This is an optimization exercise on Yosys and OpenROAD, whose aim is small area, a short achievable clock period and few clock cycles, not a production implementation. At most, simulation tests tie the RTL to the original design; equivalence was not proved. The clock port is modelled as an ideal driver; clocking choices that lean on that would not hold on a real chip. Power and IR drop assume default switching activity.

// FinalCPU
module FinalCPU(
	output	wire	[31:0]	imem_addr,
	output	wire			wb_valid,
	output	wire	[4:0]	wb_addr,
	output	wire	[31:0]	wb_data,
	input	wire	[31:0]	imem_data,
	input	wire			rst,
	input	wire			clk
);
export LEC_CHECK = 0
export CAP_MARGIN = 20
export CORE_MARGIN = 2
export CORE_UTILIZATION = 55
export CTS_CLUSTER_DIAMETER = 80
export CTS_CLUSTER_SIZE = 24
export SETUP_SLACK_MARGIN = 5
export SLEW_MARGIN = 65
export SYNTH_HIERARCHICAL = 1
export SYNTH_MINIMUM_KEEP_SIZE = 0
export TNS_END_PERCENT = 0
create_clock -name core_clock -period 8.0 [get_ports {clk}]
standard.sh (not shown) runs the stock make flow with config.mk's settings and CLKGATE_MAP_FILE= SYNTH_SCRIPT=/design/flow/synth_recipe.tcl, a recipe that flattens the netlist after the stock synthesis.
==> flow/flow/run.sh <==
#!/bin/bash
# Layout flow: the standard flow with three extra steps, run through
# ORFS's step hooks:
#  - before floorplanning (flow/downsize.tcl): each combinational cell goes
#    back to its smallest size; timing repair then upsizes where needed;
#  - before clock-tree synthesis (flow/io_buffers.tcl): the port buffers get a
#    plain buffer cell;
#  - at the end of global routing (flow/post_grt.tcl): a second timing repair
#    of all endpoints within 0.15 ns of the worst.
# Each step's full output goes to a log file here.
set -euo pipefail
W=$(pwd)
bash standard.sh synth > synth.log 2>&1
bash standard.sh floorplan PRE_FLOORPLAN_TCL="$W/flow/downsize.tcl" > floorplan.log 2>&1
bash standard.sh place > place.log 2>&1
bash standard.sh cts PRE_CTS_TCL="$W/flow/io_buffers.tcl" > cts.log 2>&1
bash standard.sh grt POST_GLOBAL_ROUTE_TCL="$W/flow/post_grt.tcl" > grt.log 2>&1
bash standard.sh finish > layout.log 2>&1
test -f out/final.def
Other scripts of this flow, unchanged in this note and not shown: flow/flow/downsize.tcl, flow/flow/io_buffers.tcl, flow/flow/post_grt.tcl
The first run completed with no timing, DRC or antenna violations.
Edit:
Settings changed: CORE_UTILIZATION 55 to 50.
Outcome: Setup slack improved by 63 ps. Clock-buffer cell count increases by 11. Sequential share of layout area decreases by 0.59 points. Power barely changes. Combinational power increases by a few percent. Clock power is about the same. Hold slack improved by 13 ps.
Edit:
Settings changed: SLEW_MARGIN 65 to 60.
After rerunning:
- critical path depth decreases by 6
- via count decreases by 0.40%
- worst hold slack degrades by 12 ps
- sequential cell count does not change
- worst setup slack degrades by 69 ps
Function was not checked in any run of this note: the RTL went through the layout flow alone.

* * *

the reference run:
Another version of the RTL of FinalCPU (not shown whole).
For scale: ~100 I/O pins.
clock: 8.0 ns
lec_check: 0
cap_margin: 20
core_margin: 2
core_utilization: 55
cts_cluster_diameter: 80
cts_cluster_size: 24
setup_slack_margin: 5
slew_margin: 20
synth_hierarchical: 1
synth_minimum_keep_size: 0
tns_end_percent: 10
==> flow/flow/run.sh <==
#!/bin/bash
# Layout flow: the standard flow, with one extra step before floorplanning
# (flow/downsize.tcl, run by ORFS's PRE_FLOORPLAN_TCL hook) that returns each
# combinational cell to its smallest size; timing repair then upsizes where
# needed. Each step's full output goes to a log file here.
set -euo pipefail
W=$(pwd)
bash standard.sh synth > synth.log 2>&1
bash standard.sh floorplan PRE_FLOORPLAN_TCL="$W/flow/downsize.tcl" > floorplan.log 2>&1
bash standard.sh finish > layout.log 2>&1
test -f out/final.def
==> flow/flow/downsize.tcl <==
# Swap each combinational cell (not buffers, inverters or flip-flops) for the
# smallest-area cell of the same function and footprint family. Synthesis maps
# the small gate modules of this design one at a time and sizes each for an
# assumed load; the timing repair that follows upsizes where timing needs it.
set swapped 0
set saved 0.0
foreach inst [get_cells *] {
  set lc [get_lib_cells -of_objects $inst]
  set name [get_name $lc]
  if {![regexp {^sky130_fd_sc_hd__([a-z0-9]+)_([0-9]+)$} $name -> base drive]} { continue }
  if {[regexp {^(df|edf|sdf|dl|sdl|buf|inv|clk|conb|tap|fill|decap|dly|probe|lpflow|ebuf|einv|bufinv|bufbuf|macro|diode)} $base]} { continue }
  set best $lc
  set best_area [get_property $lc area]
  foreach cand [get_lib_cells sky130_fd_sc_hd__${base}_*] {
    if {![regexp "^sky130_fd_sc_hd__${base}_\[0-9\]+\$" [get_name $cand]]} { continue }
    if {[get_property $cand dont_use]} { continue }
    set a [get_property $cand area]
    if {$a < $best_area} { set best $cand; set best_area $a }
  }
  if {$best ne $lc} {
    set saved [expr {$saved + [get_property $lc area] - $best_area}]
    replace_cell $inst $best
    incr swapped
  }
}
puts "downsize: swapped $swapped cells, saved [format %.1f $saved] um2"
Testbench counts of the reference run, summed over its fixed seeds: cycles 4,616.
--- input diff the reference run..the trial run ---
- TNS_END_PERCENT now 0, was 10
==> flow/flow/run.sh <==
#!/bin/bash
# Layout flow: the standard flow with two extra steps, run through ORFS's
# step hooks:
#  - before floorplanning (flow/downsize.tcl): each combinational cell goes
#    back to its smallest size; timing repair then upsizes where needed;
#  - at the end of global routing (flow/post_grt.tcl): a second timing repair
#    of all endpoints within 0.15 ns of the worst.
# Each step's full output goes to a log file here.
set -euo pipefail
W=$(pwd)
bash standard.sh synth > synth.log 2>&1
bash standard.sh floorplan PRE_FLOORPLAN_TCL="$W/flow/downsize.tcl" > floorplan.log 2>&1
bash standard.sh grt POST_GLOBAL_ROUTE_TCL="$W/flow/post_grt.tcl" > grt.log 2>&1
bash standard.sh finish > layout.log 2>&1
test -f out/final.def
==> flow/flow/post_grt.tcl (new file) <==
# After ORFS's own repair at global routing: repair every endpoint whose slack
# is within 0.15 ns of the worst, so that the near-critical paths (which the
# repair of the single worst path leaves as they are) get some margin before
# detailed routing changes the parasitics. Then re-route the changed nets and
# rewrite the route guides, as global_route.tcl does.
estimate_parasitics -global_routing
set wns [worst_slack -max]
set margin [expr {$wns + 0.15}]
puts "post_grt: worst slack $wns, repairing endpoints below [format %.3f $margin]"
repair_timing -setup -setup_margin $margin -repair_tns 100 -match_cell_footprint -verbose
global_route -start_incremental
detailed_placement
global_route -end_incremental -congestion_report_file $::env(REPORTS_DIR)/congestion_post_grt_hook.rpt
estimate_parasitics -global_routing
puts "post_grt: worst slack now [worst_slack -max]"
write_guides $::env(RESULTS_DIR)/route.guide
==> comparison <==
- Count of placed standard cells in the final layout, fillers left out: the trial run > the reference run
- Re synthesized instance count: no difference whatsoever between the reference run and the trial run.
- Higher worst slack at placement was reported by the trial run, not the reference run.
- NOTE count of antenna diodes in the layout the reference run->the trial run increased by more than 10%
- Endpoint of the worst setup timing path = Output_Register.wb_data[1]$_DFF_P_: the reference run; endpoint of the worst setup timing path = e_a[23]$_DFF_P_: the trial run
- ~same clock edge transition at the registers on the reported setup and hold paths in the trial run and the reference run
- The reference run reports its critical path's slowest cell as dfxtp_4 while the trial run reports a22oi_1.
- The trial run vs the reference run: sequential portion of the cell area down

* * *

FinalCPU, a different RTL version from the one above (not shown whole).
Size: about 100 I/O pins, roughly 95000 um2 of cells after synthesis.
==> flow/config.mk <==
export PLATFORM = sky130hd
export DESIGN_NAME = FinalCPU
export DESIGN_NICKNAME = FinalCPU
export VERILOG_FILES = /design/flow/design.v
export SDC_FILE = /design/flow/constraint.sdc
export NUM_CORES = 8
export LEC_CHECK = 0
export CAP_MARGIN = 20
export CORE_MARGIN = 2
export CORE_UTILIZATION = 50
export CTS_CLUSTER_DIAMETER = 90
export CTS_CLUSTER_SIZE = 28
export SETUP_SLACK_MARGIN = 5
export SLEW_MARGIN = 60
export SYNTH_HIERARCHICAL = 1
export SYNTH_MINIMUM_KEEP_SIZE = 0
export TNS_END_PERCENT = 0
==> flow/constraint.sdc <==
create_clock -name core_clock -period 8.0 [get_ports {clk}]
set_input_delay 1.6000 -clock core_clock [delete_from_list [all_inputs] [get_ports {clk}]]
set_output_delay 1.6000 -clock core_clock [all_outputs]
set_load 0.01 [all_outputs]
==> flow/flow/run.sh <==
#!/bin/bash
# Layout flow: the standard flow with three extra steps, run through
# ORFS's step hooks:
#  - before floorplanning (flow/downsize.tcl): each combinational cell goes
#    back to its smallest size; timing repair then upsizes where needed;
#  - before clock-tree synthesis (flow/io_buffers.tcl): the port buffers get a
#    plain buffer cell;
#  - at the end of global routing (flow/post_grt.tcl): a second timing repair
#    of all endpoints within 0.15 ns of the worst.
# Each step's full output goes to a log file here.
set -euo pipefail
W=$(pwd)
bash standard.sh synth > synth.log 2>&1
bash standard.sh floorplan PRE_FLOORPLAN_TCL="$W/flow/downsize.tcl" > floorplan.log 2>&1
bash standard.sh place > place.log 2>&1
bash standard.sh cts PRE_CTS_TCL="$W/flow/io_buffers.tcl" > cts.log 2>&1
bash standard.sh grt POST_GLOBAL_ROUTE_TCL="$W/flow/post_grt.tcl" > grt.log 2>&1
bash standard.sh finish > layout.log 2>&1
test -f out/final.def
Scripts as last shown in full above: flow/flow/downsize.tcl
Other scripts of this flow, unchanged in this note and not shown: flow/flow/io_buffers.tcl, flow/flow/post_grt.tcl
The starting point passed the timing, DRC and antenna checks.
Testbench counts at the start, summed over its fixed seeds: cycles 4,616.
Then changed:
ABC_AREA = 1   (was default)
CTS_CLUSTER_DIAMETER = 80   (was 90)
CTS_CLUSTER_SIZE = 24   (was 28)
SLEW_MARGIN = 65   (was 60)
What happened: Critical path depth increases by 4; total power goes up by 1.3%; clock skew fell by 0.021 ns; clock power increases by 21%; combinational power drops by 15%; clock-buffer cell count came out higher by 28; cell area rose by 23%.
Then changed:
ABC_AREA = default   (was 1)
CORE_UTILIZATION = 55   (was 50)
SLEW_MARGIN = 55   (was 65)
Final cell count went down by 53%.
Worst setup slack got worse by 0.29 ns.
Critical path depth went up by 6.
Final area went down by 19%.
Power hardly moves.
Non-clock buffer count went down by 11.
Routed wire length went down by 17%.
Clock skew hardly moves.
Maximum frequency went down by 8.7%.
Via count went down by 32%.
Synthesized cell count went down by 59%.

* * *

run A:
FinalCPU, a different RTL version from the one above (not shown whole).
Size: roughly 6500 cells after synthesis, ~100 I/O pins.
==> flow/config.mk <==
export PLATFORM = sky130hd
export DESIGN_NAME = FinalCPU
export DESIGN_NICKNAME = FinalCPU
export VERILOG_FILES = /design/flow/design.v
export SDC_FILE = /design/flow/constraint.sdc
export NUM_CORES = 8
export LEC_CHECK = 0
export CAP_MARGIN = 20
export CORE_MARGIN = 2
export CORE_UTILIZATION = 45
export SETUP_SLACK_MARGIN = 5
export SLEW_MARGIN = 20
export SYNTH_HIERARCHICAL = 1
export SYNTH_MINIMUM_KEEP_SIZE = 0
export TNS_END_PERCENT = 0
==> flow/constraint.sdc <==
create_clock -name core_clock -period 8.0 [get_ports {clk}]
set_input_delay 1.6000 -clock core_clock [delete_from_list [all_inputs] [get_ports {clk}]]
set_output_delay 1.6000 -clock core_clock [all_outputs]
set_load 0.01 [all_outputs]
==> flow/flow/run.sh <==
#!/bin/bash
# Layout flow: the standard flow, with one extra step before floorplanning
# (flow/downsize.tcl, run by ORFS's PRE_FLOORPLAN_TCL hook) that returns each
# combinational cell to its smallest size; timing repair then upsizes where
# needed. Each step's full output goes to a log file here.
set -euo pipefail
W=$(pwd)
bash standard.sh synth > synth.log 2>&1
bash standard.sh floorplan PRE_FLOORPLAN_TCL="$W/flow/downsize.tcl" > floorplan.log 2>&1
bash standard.sh finish > layout.log 2>&1
test -f out/final.def
Scripts as last shown in full above: flow/flow/downsize.tcl
Testbench counts of run A, summed over its fixed seeds: cycles 4,608.
diff inputs: run A => run B
==> flow/run.sh (new file) <==
#!/bin/bash
# synth_recipe.tcl (not shown) runs the flow's synth.tcl, then flattens the netlist and writes it again
# the make line also repeats each setting of config.mk as NAME=value (left out here)
make -C /OpenROAD-flow-scripts/flow DESIGN_CONFIG=/design/flow/config.mk WORK_HOME=/design/flow/orfs CLKGATE_MAP_FILE= SYNTH_SCRIPT=/design/flow/synth_recipe.tcl finish
removed: flow/flow/run.sh
removed: flow/flow/downsize.tcl
removed: flow/standard.sh
==> comparison <==
Any difference in number of endpoints failing setup at the final stage between run B and run A is small enough to ignore.
Delta (run B minus run A): routed wire length down about 0.6%, final design area excluding fillers has increased, ratio of cells with drive above 1 in the final layout moved up, later-pin clock latency in the skew report saw little to no change, met1 wire length increased 9.8%.
STATUS setup slack: run B loses against run A
Run B vs. run A: required time at the worst-slack endpoint increased 0.03 ns, worst endpoint data arrival time increased 0.19 ns, detailed-placement wirelength estimate increased about 5%.
For run C, these inputs were changed with respect to run B:
- CORE_UTILIZATION: 45 -> 55
- CTS_CLUSTER_SIZE: unset -> 24
- CTS_CLUSTER_DIAMETER: unset -> 80
==> flow/flow/run.sh (new file) <==
#!/bin/bash
# Layout flow: the standard flow, with one extra step before floorplanning
# (flow/downsize.tcl, run by ORFS's PRE_FLOORPLAN_TCL hook) that returns each
# combinational cell to its smallest size; timing repair then upsizes where
# needed. Each step's full output goes to a log file here.
set -euo pipefail
W=$(pwd)
bash standard.sh synth > synth.log 2>&1
bash standard.sh floorplan PRE_FLOORPLAN_TCL="$W/flow/downsize.tcl" > floorplan.log 2>&1
bash standard.sh finish > layout.log 2>&1
test -f out/final.def
==> flow/flow/downsize.tcl (new file) <==
# Swap each combinational cell (not buffers, inverters or flip-flops) for the
# smallest-area cell of the same function and footprint family. Synthesis maps
# the small gate modules of this design one at a time and sizes each for an
# assumed load; the timing repair that follows upsizes where timing needs it.
set swapped 0
set saved 0.0
foreach inst [get_cells *] {
  set lc [get_lib_cells -of_objects $inst]
  set name [get_name $lc]
  if {![regexp {^sky130_fd_sc_hd__([a-z0-9]+)_([0-9]+)$} $name -> base drive]} { continue }
  if {[regexp {^(df|edf|sdf|dl|sdl|buf|inv|clk|conb|tap|fill|decap|dly|probe|lpflow|ebuf|einv|bufinv|bufbuf|macro|diode)} $base]} { continue }
  set best $lc
  set best_area [get_property $lc area]
  foreach cand [get_lib_cells sky130_fd_sc_hd__${base}_*] {
    if {![regexp "^sky130_fd_sc_hd__${base}_\[0-9\]+\$" [get_name $cand]]} { continue }
    if {[get_property $cand dont_use]} { continue }
    set a [get_property $cand area]
    if {$a < $best_area} { set best $cand; set best_area $a }
  }
  if {$best ne $lc} {
    set saved [expr {$saved + [get_property $lc area] - $best_area}]
    replace_cell $inst $best
    incr swapped
  }
}
puts "downsize: swapped $swapped cells, saved [format %.1f $saved] um2"
==> flow/standard.sh (new file) <==
#!/bin/bash
# synth_recipe.tcl (not shown) runs the flow's synth.tcl, then flattens the netlist and writes it again
# the make line also repeats each setting of config.mk as NAME=value (left out here)
make -C /OpenROAD-flow-scripts/flow DESIGN_CONFIG=/design/flow/config.mk WORK_HOME=/design/flow/orfs CLKGATE_MAP_FILE= SYNTH_SCRIPT=/design/flow/synth_recipe.tcl "${@:-finish}"
removed: flow/run.sh
--- outcome ---
- Sequential cell count came out exactly the same in run C and run B.
- Run C has footprint of the multi-input gates below what run B had.
- Compared with run B, in run C combinational fraction of design power now sits higher, clock buffer instance count of the final layout dropped 143.
- Run C against run B: cell area after layout went down 10%, register fraction of the total cell area went up 6.0 points, number of non-filler instances in the completed layout went down 981.
Edits applied to the flow inputs when going from run C to run D:
- CTS_CLUSTER_SIZE changed from 24 to 30
- CTS_CLUSTER_DIAMETER changed from 80 to 100
==> flow/run.sh (new file) <==
#!/bin/bash
# synth_recipe.tcl (not shown) runs the flow's synth.tcl, then flattens the netlist and writes it again
# the make line also repeats each setting of config.mk as NAME=value (left out here)
make -C /OpenROAD-flow-scripts/flow DESIGN_CONFIG=/design/flow/config.mk WORK_HOME=/design/flow/orfs CLKGATE_MAP_FILE= SYNTH_SCRIPT=/design/flow/synth_recipe.tcl finish
removed: flow/flow/run.sh
removed: flow/flow/downsize.tcl
removed: flow/standard.sh
==> results.txt <==
Fmax | run D vs run C | run D slower. For run C, the critical path launch point was e_fb, unlike run D, where it was w_data[8]. Compared with run C, placement density in the core of run D is lower. The half-perimeter wire length after detailed placement in run D sits 12000 µm above the value recorded for run C. The clock-buffer cell count number comes out higher for run C vs run D. Number of nets in the layout essentially unchanged between run C and run D. The lower fraction of area in registers of run D and run C is in run D. Cmp run D vs run C: peak ir drop on the vdd network lower in run D. Going from run C to run D, quantity of gates resized following cts grew by a few percent. Looking at met1 layer wirelength in the final routing, run D sits above run C. Overall via count from detail_route, run D vs run C: down slightly. Standard cell with the maximum stage delay on the critical path = sky130_fd_sc_hd__dfxtp_4: run C; standard cell with the maximum stage delay on the critical path = sky130_fd_sc_hd__mux2i_1: run D.

re-timing with driven ports:
The results above use ideal ports. As a check the final layouts listed here were re-extracted and re-timed, cells and wires unchanged.
Step 1, drivers: a clkbuf_16 drives clk and a buf_2 each remaining input, both assumed.
Step 2, shift: input delay + t, output delay - t, t = (earliest + latest rising clock arrival at the registers) / 2. This alone moves slack from input paths to output paths.
Slacks: ideal / step 1 / step 2; pairs: ideal / step 1.
run | t (ns) | setup WS [ns] | worst hold slack (ns) | worst slew at a driven data input, ns | cell pins on the clock port's net
the first run of note 1 | 0.933 | 4.749 / 4.748 / 4.749 | 0.419 / 0.419 / 0.419 | 0.11 | 1
the second run of note 1 | 0.921 | 4.813 / 4.768 / 4.813 | 0.432 / 0.432 / 0.432 | 0.05 | 1
the third run of note 1 | 0.934 | 4.744 / 4.744 / 4.744 | 0.420 / 0.420 / 0.420 | 0.05 | 1
the reference run | 0.903 | 4.695 / 4.695 / 4.695 | 0.390 / 0.390 / 0.390 | 0.06 | 1
the trial run | 0.907 | 4.453 / 4.453 / 4.453 | 0.350 / 0.350 / 0.350 | 0.10 | 1
the first run of note 3 | 0.899 | 4.765 / 4.762 / 4.765 | 0.405 / 0.405 / 0.405 | 0.05 | 1
the second run of note 3 | 0.923 | 4.926 / 4.854 / 4.579 | 0.467 / 0.467 / 0.467 | 0.15 | 1
the third run of note 3 | 0.911 | 4.632 / 4.632 / 4.632 | 0.362 / 0.362 / 0.362 | 0.13 | 1
run A | 0.949 | 4.553 / 4.503 / 3.555 | 0.459 / 0.459 / 0.459 | 0.21 | 1
run B | 0.960 | 4.395 / 4.395 / 3.555 | 0.408 / 0.408 / 0.408 | 0.08 | 1
run C | 0.905 | 4.566 / 4.566 / 3.785 | 0.435 / 0.435 / 0.435 | 0.17 | 1
run D | 0.875 | 4.531 / 4.531 / 3.731 | 0.437 / 0.437 / 0.437 | 0.19 | 1
After both steps setup and hold are still met in every run listed. The setup slack of run A, which loses most, moves by -0.050 ns with the drivers and by -0.998 ns with both steps.
